This is an optimization exercise on Yosys and OpenROAD, whose aim is small area, not a production implementation.
Only simulation tests tie the RTL to the original design; equivalence was not proved.
Power and IR drop assume default switching activity.

**flow/design.v**
```verilog
module router_fifo (
    input clock,
    input resetn,
    input write_en,
    input read_en,
    input soft_reset,
    input [7:0] data_in,
    input lfd_state,
    output reg empty,
    output reg full,
    output reg [7:0] data_out
);
  integer i;
  reg [6:0] count;
  reg [8:0] fifo_memory[0:15];
  reg [4:0] write_ptr, read_ptr;
  reg fifo_full, fifo_empty;
  reg delay_lfd_state;
  always @(*) begin
    fifo_empty = (write_ptr[4:0] == read_ptr[4:0]);
    fifo_full  = (write_ptr[4] != read_ptr[4] && write_ptr[3:0] == read_ptr[3:0]);
  end
  always @(posedge clock) begin
    if (!resetn) delay_lfd_state <= 1'b0;
    else delay_lfd_state <= lfd_state;
  end
  always @(posedge clock) begin
    if (!resetn) begin
      for (i = 0; i < 16; i = i + 1) fifo_memory[i] <= 9'd0;
      count <= 7'd0;
      data_out <= 8'd0;
      empty <= 1'b1;
      full <= 1'b0;
      read_ptr <= 5'd0;
      write_ptr <= 5'd0;
    end else if (soft_reset) begin
      for (i = 0; i < 16; i = i + 1) fifo_memory[i] <= 9'd0;
      data_out <= 8'd0;
      count <= 7'd0;
      write_ptr <= 5'd0;
      read_ptr <= 5'd0;
      empty <= 1'b1;
      full <= 1'b0;
    end else begin
      empty <= fifo_empty;
      full  <= fifo_full;
      if ((write_en) && !(fifo_full)) begin
        fifo_memory[write_ptr[3:0]] <= {delay_lfd_state, data_in};
        write_ptr <= write_ptr + 5'd1;
      end
      if ((read_en) && !(fifo_empty)) begin
        if (fifo_memory[read_ptr[3:0]][8]) begin
          data_out <= fifo_memory[read_ptr[3:0]][7:0];
          count <= fifo_memory[read_ptr[3:0]][7:2] + 7'd1;
          read_ptr <= read_ptr + 5'd1;
        end else begin
          if (count > 0) begin
            data_out <= fifo_memory[read_ptr[3:0]][7:0];
            count <= count - 7'd1;
            read_ptr <= read_ptr + 5'd1;
          end else begin
            data_out <= 8'b0;
          end
        end
      end
    end
  end
endmodule
module router_fsm (
    input            clock,
    input            resetn,
    input            parity_done,
    input      [1:0] data_in,
    input      [2:0] soft_reset,
    input            fifo_full,
    input            packet_valid,
    input            low_packet_valid,
    input            fifo_empty_0,
    input            fifo_empty_1,
    input            fifo_empty_2,
    output reg       busy,
    output reg       detect_add,
    output reg       lfd_state,          
    output reg       ld_state,           
    output reg       laf_state,          
    output reg       full_state,
    output reg       write_enb_reg,
    output reg       rst_int_reg
);
  parameter Decode_address = 3'd0;
  parameter Load_first_data = 3'd1;
  parameter Wait_till_empty = 3'd2;
  parameter Load_data = 3'd3;
  parameter Fifo_full_state = 3'd4;
  parameter Load_parity = 3'd5;
  parameter Load_after_full = 3'd6;
  parameter Check_parity_error = 3'd7;
  reg [2:0] present_state, next_state;
  reg [1:0] dest_addr;
  reg [1:0] next_dest_addr;
  reg soft_reset_active;
  always @(posedge clock) begin
    if (!resetn) begin
      dest_addr <= 2'b11;
      present_state <= Decode_address;
    end else begin
      dest_addr <= next_dest_addr;
      present_state <= next_state;
    end
  end
  always @(*) begin
    case (dest_addr)
      2'b00:   soft_reset_active = soft_reset[0];
      2'b01:   soft_reset_active = soft_reset[1];
      2'b10:   soft_reset_active = soft_reset[2];
      default: soft_reset_active = 1'b0;
    endcase
  end
  always @(*) begin
    next_state = Decode_address;
    next_dest_addr = dest_addr;
    rst_int_reg = 1'b0;
    full_state = 1'b0;
    ld_state = 1'b0;
    detect_add = 1'b0;
    lfd_state = 1'b0;
    laf_state = 1'b0;
    busy = 1'b0;
    write_enb_reg = 1'b0;
    case (present_state)
      Decode_address: begin
        if ((packet_valid) && data_in[1:0] != 2'b11) begin
          next_dest_addr = data_in[1:0];
          detect_add = 1'b1;
          if ((data_in[1:0] == 2'b00 && (fifo_empty_0))
          || (data_in[1:0] == 2'b01 && (fifo_empty_1))
          || (data_in[1:0] == 2'b10 && (fifo_empty_2)))
            next_state = Load_first_data;
          else
            next_state = Wait_till_empty;
        end else begin
          next_dest_addr = dest_addr;
          next_state = Decode_address;
        end
      end
      Wait_till_empty: begin
        if (soft_reset_active) next_state = Decode_address;
        else begin
          busy = 1'b1;
          write_enb_reg = 1'b0;
          if (dest_addr == 2'b11) next_state = Decode_address;
          else if ((fifo_empty_0 && dest_addr == 2'b00) || 
           (fifo_empty_1 &&  dest_addr == 2'b01) || 
           (fifo_empty_2 && dest_addr == 2'b10))
            next_state = Load_first_data;
          else begin
            next_state = Wait_till_empty;
          end
        end
      end
      Load_first_data: begin
        if (soft_reset_active) next_state = Decode_address;
        else begin
          lfd_state = 1'b1;
          busy = 1'b1;
          write_enb_reg = 1'b1;
          next_state = Load_data;
        end
      end
      Load_data: begin
        if (soft_reset_active) next_state = Decode_address;
        else begin
          ld_state = 1'b1;
          busy = 1'b0;
          write_enb_reg = 1'b1;
          if (!fifo_full && !packet_valid) begin
            next_state = Load_parity;
          end else if (fifo_full) next_state = Fifo_full_state;
          else begin
            next_state = Load_data;
          end
        end
      end
      Fifo_full_state: begin
        if (soft_reset_active) next_state = Decode_address;
        else begin
          full_state = 1'b1;
          write_enb_reg = 1'b0;
          busy = 1'b1;
          if (!fifo_full) begin
            next_state = Load_after_full;
          end else begin
            next_state = Fifo_full_state;
          end
        end
      end
      Load_parity: begin
        if (soft_reset_active) next_state = Decode_address;
        else begin
          busy = 1'b1;
          write_enb_reg = 1'b0;
          next_state = Check_parity_error;
        end
      end
      Load_after_full: begin
        if (soft_reset_active) next_state = Decode_address;
        else begin
          laf_state = 1'b1;
          busy = 1'b1;
          write_enb_reg = 1'b1;
          if (!parity_done && low_packet_valid) next_state = Load_parity;
          else if (!parity_done && !low_packet_valid) next_state = Load_data;
          else next_state = Decode_address;
        end
      end
      Check_parity_error: begin
        if (soft_reset_active) next_state = Decode_address;
        else begin
          busy = 1'b1;
          rst_int_reg = 1'b1;
          if (!fifo_full) next_state = Decode_address;
          else next_state = Fifo_full_state;
        end
      end
    endcase
  end
endmodule
module router_register (
    input clock,
    input resetn,
    input packet_valid,
    input fifo_full,
    input rst_int_reg,
    input detect_add,
    input ld_state,
    input laf_state,
    input lfd_state,
    input full_state,
    input [7:0] data_in,
    output reg parity_done,
    output reg low_packet_valid,
    output reg error,
    output reg [7:0] dout
);
  reg [7:0] header_byte_register;
  reg [7:0] fifo_full_state_register;
  reg [7:0] packet_parity_register;
  reg [7:0] internal_parity_register;
  reg parity_check_pending;
  always @(posedge clock) begin
    if (!resetn) begin
      dout <= 8'b0;
      error <= 1'b0;
      parity_done <= 1'b0;
      low_packet_valid <= 1'b0;
      header_byte_register <= 8'd0;
      fifo_full_state_register <= 8'd0;
      packet_parity_register <= 8'b0;
      internal_parity_register <= 8'b0;
      parity_check_pending <= 1'b0;
    end
    else if (rst_int_reg) begin
      low_packet_valid <= 1'b0;
      error <= 1'b0;
    end else begin
      if (packet_valid && detect_add) begin
        header_byte_register <= data_in;
        parity_done <= 1'b0;
        low_packet_valid <= 1'b0;
        internal_parity_register <= data_in;
        fifo_full_state_register <= 8'd0;
      end else if (lfd_state) begin
        dout <= header_byte_register;
      end 
      else if ((ld_state)) begin
        if ((packet_valid) && !(fifo_full)) begin
          dout <= data_in;
          internal_parity_register <= internal_parity_register ^ data_in;
        end else if ((packet_valid) && (fifo_full)) begin
          fifo_full_state_register <= data_in;
        end else if (!(packet_valid) && !(fifo_full)) begin
          dout <= data_in;
          parity_done <= 1'b1;
          low_packet_valid <= 1'b1;
          packet_parity_register <= data_in;
          parity_check_pending <= 1'b1;
        end else if (!(packet_valid) && (fifo_full)) begin
          parity_done <= 1'b0;
          low_packet_valid <= 1'b1;
          packet_parity_register <= data_in;
        end
      end
      else if ((laf_state)) begin
        if ((low_packet_valid) && !(parity_done)) begin
          parity_done <= 1'b1;
          dout <= packet_parity_register;
        end else begin
          internal_parity_register <= internal_parity_register ^ fifo_full_state_register;
          dout <= fifo_full_state_register;
        end
      end 
      else if (parity_check_pending) begin
        error <= (internal_parity_register != packet_parity_register);
        parity_check_pending <= 1'b0;
      end
    end
  end
endmodule
module router_synchronizer (
    input clock,
    input resetn,
    input detect_add,
    input [1:0] data_in,
    input write_enb_reg,
    input [2:0] read_en,
    input empty_0,
    input empty_1,
    input empty_2,
    input full_0,
    input full_1,
    input full_2,
    output reg [2:0] write_enb,
    output reg [2:0] soft_reset,
    output reg fifo_full,
    output reg [2:0] vld_out
);
  integer i;
  parameter MAX_TIME = 30;
  reg [1:0] temp_reg;
  reg [4:0] counter  [2:0];
  always @(posedge clock) begin
    if (!resetn) begin
      temp_reg <= 2'd0;
      for (i = 0; i < 3; i = i + 1) counter[i] <= 5'd1;
      soft_reset <= 3'd0;
      write_enb <= 3'd0;
      vld_out <= 3'd0;
      fifo_full <= 1'b0;
    end else begin
      if (detect_add)
        temp_reg <= data_in; 
      if (write_enb_reg) begin   
        case (temp_reg)
          2'd0: write_enb <= 3'b001;
          2'd1: write_enb <= 3'b010;
          2'd2: write_enb <= 3'b100;
          default: write_enb <= 3'b000;
        endcase
      end else begin
        write_enb <= 3'b000;
      end
      vld_out[0] <= ~empty_0;
      vld_out[1] <= ~empty_1;
      vld_out[2] <= ~empty_2;
      for (i = 0; i < 3; i = i + 1) begin
        if (vld_out[i]) begin
          if (read_en[i]) begin
            counter[i] <= 5'd1;
            soft_reset[i] <= 1'b0;
          end else if (counter[i] != MAX_TIME) begin
            soft_reset[i] <= 1'b0;
            counter[i] <= counter[i] + 5'd1;
          end else begin
            counter[i] <= 5'd1;
            soft_reset[i] <= 1'b1;
          end
        end else begin
          counter[i] <= counter[i] + 5'd1;
          soft_reset[i] <= 1'b0;
        end
      end
      case (temp_reg)
        2'd0: fifo_full <= full_0;   
        2'd1: fifo_full <= full_1;
        2'd2: fifo_full <= full_2;
        default: fifo_full <= 1'b0;
      endcase
    end
  end
endmodule
module router_top_module (
    input clock,
    input resetn,
    input packet_valid,
    input [7:0] data_in,
    input [2:0] read_en,
    output [7:0] data_out_0,
    output [7:0] data_out_1,
    output [7:0] data_out_2,
    output [2:0] valid_out,
    output error,
    output busy
);
  wire lfd_state, ld_state, laf_state, full_state, write_enb_reg, rst_int_reg, detect_add;
  wire parity_done, low_packet_valid;
  wire fifo_full;
  wire [2:0] soft_reset;
  wire [2:0] write_enb;
  wire empty_0, empty_1, empty_2, full_0, full_1, full_2;
  wire [7:0] dout;
  router_fifo FIFO_0 (
      .clock(clock),
      .resetn(resetn),
      .write_en(write_enb[0]),
      .read_en(read_en[0]),
      .soft_reset(soft_reset[0]),
      .data_in(dout),
      .lfd_state(lfd_state),
      .empty(empty_0),
      .full(full_0),
      .data_out(data_out_0)
  );
  router_fifo FIFO_1 (
      .clock(clock),
      .resetn(resetn),
      .write_en(write_enb[1]),
      .read_en(read_en[1]),
      .soft_reset(soft_reset[1]),
      .data_in(dout),
      .lfd_state(lfd_state),
      .empty(empty_1),
      .full(full_1),
      .data_out(data_out_1)
  );
  router_fifo FIFO_2 (
      .clock(clock),
      .resetn(resetn),
      .write_en(write_enb[2]),
      .read_en(read_en[2]),
      .soft_reset(soft_reset[2]),
      .data_in(dout),
      .lfd_state(lfd_state),
      .empty(empty_2),
      .full(full_2),
      .data_out(data_out_2)
  );
  router_synchronizer Synchroniser (
      .clock(clock),
      .resetn(resetn),
      .detect_add(detect_add),
      .data_in(data_in[1:0]),
      .write_enb_reg(write_enb_reg),
      .read_en(read_en),
      .empty_0(empty_0),
      .empty_1(empty_1),
      .empty_2(empty_2),
      .full_0(full_0),
      .full_1(full_1),
      .full_2(full_2),
      .write_enb(write_enb),
      .soft_reset(soft_reset),
      .fifo_full(fifo_full),
      .vld_out(valid_out)
  );
  router_register Register (
      .clock(clock),
      .resetn(resetn),
      .packet_valid(packet_valid),
      .fifo_full(fifo_full),
      .rst_int_reg(rst_int_reg),
      .detect_add(detect_add),
      .ld_state(ld_state),
      .laf_state(laf_state),
      .lfd_state(lfd_state),
      .full_state(full_state),
      .data_in(data_in),
      .parity_done(parity_done),
      .low_packet_valid(low_packet_valid),
      .error(error),
      .dout(dout)
  );
  router_fsm FSM (
      .clock(clock),
      .resetn(resetn),
      .parity_done(parity_done),
      .data_in(data_in[1:0]),
      .soft_reset(soft_reset),
      .fifo_full(fifo_full),
      .packet_valid(packet_valid),
      .low_packet_valid(low_packet_valid),
      .fifo_empty_0(empty_0),
      .fifo_empty_1(empty_1),
      .fifo_empty_2(empty_2),
      .busy(busy),
      .detect_add(detect_add),
      .lfd_state(lfd_state),
      .ld_state(ld_state),
      .laf_state(laf_state),
      .full_state(full_state),
      .write_enb_reg(write_enb_reg),
      .rst_int_reg(rst_int_reg)
  );
endmodule
```
**flow/run.sh**
```bash
#!/bin/bash
# synth_recipe.tcl (not shown) runs the flow's synth.tcl, then flattens the netlist and writes it again
# the make line also repeats each setting of config.mk as NAME=value (left out here)
make -C /OpenROAD-flow-scripts/flow DESIGN_CONFIG=/design/flow/config.mk WORK_HOME=/design/flow/orfs CLKGATE_MAP_FILE= SYNTH_SCRIPT=/design/flow/synth_recipe.tcl finish
```
**flow/config.mk**
```make
export PLATFORM = sky130hd
export DESIGN_NAME = router_top_module
export DESIGN_NICKNAME = router_top_module
export VERILOG_FILES = /design/flow/design.v
export SDC_FILE = /design/flow/constraint.sdc
export NUM_CORES = 4
export LEC_CHECK = 0
export CAP_MARGIN = 20
export CORE_MARGIN = 2
export CORE_UTILIZATION = 40
export SLEW_MARGIN = 20
```
**flow/constraint.sdc**
```tcl
create_clock -name core_clock -period 5.0 [get_ports {clock}]
set_input_delay 1.0000 -clock core_clock [delete_from_list [all_inputs] [get_ports {clock}]]
set_output_delay 1.0000 -clock core_clock [all_outputs]
set_load 0.01 [all_outputs]
```
==> summary.md <==
| Metric | Value |
|---|---|
| Outcome | `timing/DRC/antenna clean` |
| Cells after synthesis | `2187` |
| Synth Net Count | `2231` |
| Max-cap violations | `0` |
| CP Data Required Time | `approximately 5200 ps` |
| Leak | `11.1 nW` |
| Final HPWL DP | `~46 mm` |
| Final setup skew | `30.6 ps` |
| Final hold viol count | `0` |
| Crit path DAT | `4080 ps` |
| Nets | `2242` |
| Minimum clock period | `around 3800 ps` |
| Yosys Warn Count | `5` |
| P_sw | `approximately 2.6 mW` |
| Iter 0 DRT Violations | `1544` |
| Reg-to-Reg End | `FIFO_2.fifo_memory[1][6]` |
| R2R Setup Slk | `1160 ps` |
| Hold WC Path Type | `reg2reg` |
| Top FF cell, synth | `edfxtp_1` |
| CP Launch Type | `flop` |
| Antenna violation net count after detailed routing | `0` |
| Die width | `approximately 270 µm` |
| Gr ovfl total | `0` |
| Clock transition at the registers of the reported paths | `60 ps` |
| Number of synthesized flops with an enable pin | `432` |
| Switch share | `0.232` |
| Core ar. | `68700 µm²` |
| RSZ-0062 raised after global routing | `false` |
| Clock root buffer | `clkbuf_16` |
| Least-Margin Pin Slew | `1070 ps` |
| Int Power | `between 8 and 9 mW` |
| Combinational fraction of design power | `0.058` |
| Critical Path Fanout Max | `11` |
| Initial antenna violation count | `0` |
| Netlist Area Pre-Place | `27800 µm²` |
| Top flop regs | `FIFO_0.fifo_memory (144), FIFO_1.fifo_memory (144), FIFO_2.fifo_memory (144)` |
| Syn Area/Cell | `12.7 µm²` |
| Insertion delay to the later sink of the worst-skew pair | `610 ps` |
| Worst Setup SP | `FIFO_2.write_ptr[2]` |
| Sequential group share of total power | `0.498` |
| Die outline height | `268 µm` |
| Total Neg Setup Slack | `0 ps` |
| DR vias | `17341` |
| Ports | `43` |
| Netlist cell types | `between 60 and 70` |
| Resize count post-CTS | `0` |
| CTS Buf Count | `68` |
| Seq/Total Area, Yosys | `0.589` |
| Fraction of registers with async set or reset after synthesis | `0` |
| Setup violations, final | `0` |
| GRT Total Usage | `0.195` |
| Fmax | `261 MHz` |
| Pin count of the biggest net entering global routing | `53` |
| Worst R2R Start | `FIFO_2.write_ptr[2]` |
| Period utilization | `0.767` |
| Crit path capture | `FIFO_2.fifo_memory[1][6]` |
| Die ar. | `71700 µm²` |
| Total routed wirelength | `between 60 and 70 mm` |
| P&R area growth vs syn | `13.0%` |
| H-tree levels | `3` |
| Fill cells | `~6200` |
| # hold bufs at CTS | `0` |
| Post-CTS Setup Inserts | `0` |
| Total power | `11.3 mW` |
| CTS tree | `done` |
| Maximum buffer depth of the clock tree | `3` |
| FP Rows | `96` |
| Maximum VDD drop | `0.193 mV` |
| DRT Pass-1 Iters | `6` |
| Clock Sinks | `602` |
| Area occupied by multi-input gates | `approximately 11000 µm²` |
| Reg area | `roughly 16000 µm²` |
| Final Max Tran Viols | `0` |
| Vias in the first global route | `~17000` |
| Vias per inst | `5.45` |
| Pwr dens | `~360 nW/µm²` |
| Critical path class | `reg2reg` |
| Share of layout cells above drive strength 1 | `0.124` |
| First-pass GRT wire length | `~110 mm` |
| Worst setup EP type | `flop` |
| Initial Util | `0.405` |
| Gpl congestion | `0.832` |
| R2r worst-path depth | `6` |
| FF+latch count, synth | `approximately 600` |
| Residual DRC count | `0` |
| Slew headroom | `0.282` |
| PortBufs | `42` |
| Clock power share | `0.444` |
| Routed wire per std cell | `21.7 µm` |
==> cells by family after synthesis <==
group,synth area share
buf+inv,0.0240
flops,0.589
fa+ha+maj,0.0135
mux,0.109
compound gates,0.0683
simple gates,0.175
xor+xnor,0.0211
==> through the flow <==
stage	util	hold slack [ps]	cells	area, µm²	setup WS (ps)
2_1_floorplan	-	400	2187	27800	2150
3_3_place_gp	0.424	413	3057	29200	1320
3_5_place_dp	0.425	425	3059	29200	1200
4_1_cts	0.458	443	3182	31400	1280
5_1_grt	0.458	460	3182	31400	836
6_report	0.458	441	3184	31500	1160
==> critical path, stage by stage, from the launching register on <==
cell,delay [ps]
dfxtp_1,590
xnor2_1,160
and4_1,290
a21boi_1,620
nand3_1,390
nor3_1,900
nand2b_1,500
==> Yosys cell counts, types with 6 or more instances <==
| master | n | area, µm² |
|---|---|---|
| and3_1 | 8 | 50.1 |
| nor2_1 | 148 | 556 |
| a211o_1 | 9 | 78.8 |
| a22oi_1 | 47 | 353 |
| dfxtp_1 | 170 | 3400 |
| nor2b_1 | 20 | 125 |
| nand3_1 | 65 | 325 |
| inv_1 | 29 | 109 |
| nand3b_1 | 7 | 52.6 |
| and2_1 | 440 | 2750 |
| edfxtp_1 | 432 | 13000 |
| mux2i_1 | 29 | 290 |
| o21ai_0 | 18 | 90.1 |
| o22ai_1 | 6 | 37.5 |
| xnor2_1 | 34 | 298 |
| nand4_1 | 24 | 150 |
| a31oi_1 | 8 | 50.1 |
| nand2_1 | 95 | 357 |
| mux4_2 | 122 | 2750 |
| a21oi_1 | 32 | 160 |
| or3_1 | 6 | 37.5 |
| a32o_1 | 7 | 70.1 |
| xor2_1 | 33 | 289 |
| o211a_1 | 10 | 100 |
| a21boi_1 | 35 | 263 |
| buf_1 | 11 | 41.3 |
| clkbuf_1 | 107 | 402 |
| nand2b_1 | 28 | 175 |
| buf_2 | 13 | 65.1 |
| o21ai_1 | 69 | 345 |
| ha_1 | 30 | 375 |
| nor3_1 | 26 | 130 |
==> power by group through the flow <==
stage	sequential, mW	combinational [mW]	clock (mW)
6_report	5.64	0.658	5.03
5_1_grt	5.66	0.712	5.32
4_1_cts	5.64	0.662	5.12
3_5_place_dp	5.75	0.659	0
3_3_place_gp	5.75	0.631	0
2_1_floorplan	5.65	0.448	0
==> cell type report <==
| cell class | instances | share of cell area |
|---|---|---|
| multi-input combinational | 1418 | 0.344 |
| antenna | 2 | 0.000159 |
| tap | 931 | 0.0370 |
| timing repair buffer | 78 | 0.0222 |
| sequential | 602 | 0.521 |
| inverter | 30 | 0.00358 |
| clock buffer | 95 | 0.0630 |
| clock inverter | 28 | 0.00883 |
==> cell usage in the layout, fill, tap and decap left out, types with 41 or more instances in the layout <==
| cell type | count |
|---|---|
| a22oi_1 | 47 |
| and2_1 | 440 |
| clkbuf_16 | 74 |
| clkdlybuf4s50_1 | 41 |
| dfxtp_1 | 159 |
| edfxtp_1 | 432 |
| mux4_2 | 122 |
| nand2_1 | 95 |
| nand3_1 | 65 |
| nor2_1 | 148 |
| o21ai_1 | 69 |
==> how the worst min path moves through the flow <==
stage                                     from                         end  slack [ps]  cells past startpoint
global placement    Synchroniser.counter[1][0]  Synchroniser.counter[1][0]         410                      1
global route        Synchroniser.counter[0][0]  Synchroniser.counter[0][0]         460                      1
detailed placement  Synchroniser.counter[2][0]  Synchroniser.counter[2][0]         420                      1
CTS                 Synchroniser.counter[2][0]  Synchroniser.counter[2][0]         440                      1
finish              Synchroniser.counter[0][0]  Synchroniser.counter[0][0]         440                      1
floorplan           Synchroniser.counter[0][0]  Synchroniser.counter[0][0]         400                      1
==> routing by layer <==
layer  track usage  up-vias  share of wire
li1              -     8020              -
met1         0.272     8805           0.45
met2         0.321      437           0.49
met3        0.0260       79          0.048
met4        0.0575        0          0.021
met5             0        -              0

## afterwards: timing with drivers on the ports
How much do the figures lean on ideal ports? The routed layout below was timed once more, with nothing changed but the port constraints.
Step 1 assumes that a clkbuf_16 drives the clock port and a buf_2 every other input.
Step 2 also shifts input and output timing later by t, the mid clock arrival at the registers, as if the neighbouring blocks saw the same clock.
Three values: ideal ports, drivers, drivers and shift; two values: the first two.
shift t [ns]: 0.651
slack for setup (ns): 1.163 / 1.163 / 1.137
worst setup path after step 2: input to register
latest minus earliest clock arrival (ns): 0.033 / 0.034
pins driven straight from the clock port: 1
After both steps setup and hold are still met in this run. For this run, drivers alone change the setup slack by 0.000 ns; drivers and shift together by -0.026 ns.
